What follows belongs to an exercise in optimizing a design on an open flow for small area, a short achievable clock period and few clock cycles; a production flow would make more cautious choices. Only simulation tests tie the RTL to the original design; equivalence was not proved. Power is estimated from default activity; no workload was simulated.

## processor
module processor(
    input wire logic       clk,
    input wire logic       reset_i,
    output      logic        sel_o,
    output      logic [31:0] addr_o,
    output      logic        we_o,
    output      logic [3:0]  wr_mask_o,
    input  wire logic [31:0] data_in_i,
    output      logic [31:0] data_out_o,
    input  wire logic        ack_i
    );
Size: about 4300 cells after synthesis, ~1300 flip-flops, roughly 110 I/O pins.
==> flow/config.mk <==
export PLATFORM = sky130hd
export DESIGN_NAME = processor
export DESIGN_NICKNAME = processor
export VERILOG_FILES = /design/flow/design.v
export SDC_FILE = /design/flow/constraint.sdc
export NUM_CORES = 4
export LEC_CHECK = 0
export CAP_MARGIN = 20
export CORE_MARGIN = 2
export CORE_UTILIZATION = 50
export SLEW_MARGIN = 20
==> flow/constraint.sdc <==
create_clock -name core_clock -period 10.0 [get_ports {clk}]
set_input_delay 2.0000 -clock core_clock [delete_from_list [all_inputs] [get_ports {clk}]]
set_output_delay 2.0000 -clock core_clock [all_outputs]
set_load 0.01 [all_outputs]
standard.sh (not shown) runs the stock make flow with config.mk's settings and CLKGATE_MAP_FILE= SYNTH_SCRIPT=/design/flow/synth_recipe.tcl, a recipe that flattens the netlist after the stock synthesis.
==> flow/flow/run.sh <==
#!/bin/bash
# Standard ORFS layout (the standard.sh) with these changes, all within
# the design's SDC and clock period:
#  - timing repair aimed below the clock period, held to the worst endpoint;
#  - port buffers start as buf_2 (repair may resize them);
#  - clock tree built from clkbuf_8 in clusters of up to 16 sinks, without
#    dummy loads.
set -euo pipefail
bash standard.sh \
  SETUP_SLACK_MARGIN=6.5 \
  TNS_END_PERCENT=0 \
  "BUFFER_PORTS_ARGS=-buffer_cell sky130_fd_sc_hd__buf_2" \
  "CTS_ARGS=-sink_clustering_enable -repair_clock_nets -dont_use_dummy_load -sink_clustering_size 16 -sink_clustering_max_diameter 50 -buf_list {sky130_fd_sc_hd__clkbuf_8}" \
  finish > orfs_make.log 2>&1
The baseline produced a clean layout.
Testbench counts at the start, summed over its fixed seeds: cycles 107,048.
Edit:
==> flow/flow/run.sh (replaced) <==
#!/bin/bash
# Standard ORFS layout (the standard.sh) with these changes, all within
# the design's SDC and clock period:
#  - placement not routability-driven;
#  - timing repair aimed below the clock period, held to the worst endpoint;
#  - port buffers start as buf_2 (repair may resize them);
#  - clock tree built from clkbuf_4/clkbuf_8, without dummy loads.
set -euo pipefail
bash standard.sh \
  SETUP_SLACK_MARGIN=6.5 \
  TNS_END_PERCENT=0 \
  GPL_ROUTABILITY_DRIVEN=0 \
  "BUFFER_PORTS_ARGS=-buffer_cell sky130_fd_sc_hd__buf_2" \
  "CTS_ARGS=-sink_clustering_enable -repair_clock_nets -dont_use_dummy_load -buf_list {sky130_fd_sc_hd__clkbuf_4 sky130_fd_sc_hd__clkbuf_8}" \
  finish > orfs_make.log 2>&1
CORE_UTILIZATION = 40   (was 50)
=> The new run ran to the end with no violations; die area is higher by 25%; combinational power is lower by about 3%; final cell count is higher by 7.4%; design area is higher by 1.9%; routed wire length is lower by 2.2%; register-to-register slack is better by 0.04 ns; utilization is lower by 10 points; hold slack is better by 0.035 ns; sequential cell count is unchanged; sequential power stays flat.
Edit:
==> flow/run.sh (new file) <==
#!/bin/bash
# synth_recipe.tcl (not shown) runs the flow's synth.tcl, then flattens the netlist and writes it again
# the make line also repeats each setting of config.mk as NAME=value (left out here)
make -C /OpenROAD-flow-scripts/flow DESIGN_CONFIG=/design/flow/config.mk WORK_HOME=/design/flow/orfs CLKGATE_MAP_FILE= SYNTH_SCRIPT=/design/flow/synth_recipe.tcl finish
CTS_BUF_LIST = sky130_fd_sc_hd__clkbuf_8   (was unset)
CTS_CLUSTER_DIAMETER = 50   (was unset)
CTS_CLUSTER_SIZE = 16   (was unset)
SETUP_SLACK_MARGIN = 5   (was unset)
TNS_END_PERCENT = 0   (was unset)
removed: flow/flow/run.sh
removed: flow/standard.sh
Wire length came out lower by about 1.4%.
Synthesized area stays the same.
Non-clock buffer count is lower by 121.

afterwards: timing with drivers on the ports:
No port has a modelled driver above. Below, the same layouts with a new extraction and two added sets of constraints.
Step 1 (the two cells are an assumption about what drives the block):
set clk [get_ports {clk}]
set_driving_cell -lib_cell sky130_fd_sc_hd__clkbuf_16 $clk
set_driving_cell -lib_cell sky130_fd_sc_hd__buf_2 [delete_from_list [all_inputs] $clk]
Step 2 also shifts input and output timing later by t, the mid clock arrival at the registers, as if the neighbouring blocks saw the same clock.
a / b / c = no drivers / after step 1 / after step 2; a / b = the first two.
run | shift t [ns] | slack for setup (ns) | slew at the worst register clock pin (ns)
the first run | 0.938 | 6.073 / 6.120 / 5.182 | 0.10 / 0.10
the second run | 0.962 | 6.163 / 6.163 / 5.282 | 0.07 / 0.07
the third run | 0.952 | 4.864 / 4.864 / 3.997 | 0.11 / 0.11
After both steps every run listed still meets setup and hold. The setup slack of the first run, which loses most, moves by +0.047 ns with the drivers and by -0.891 ns with both steps.
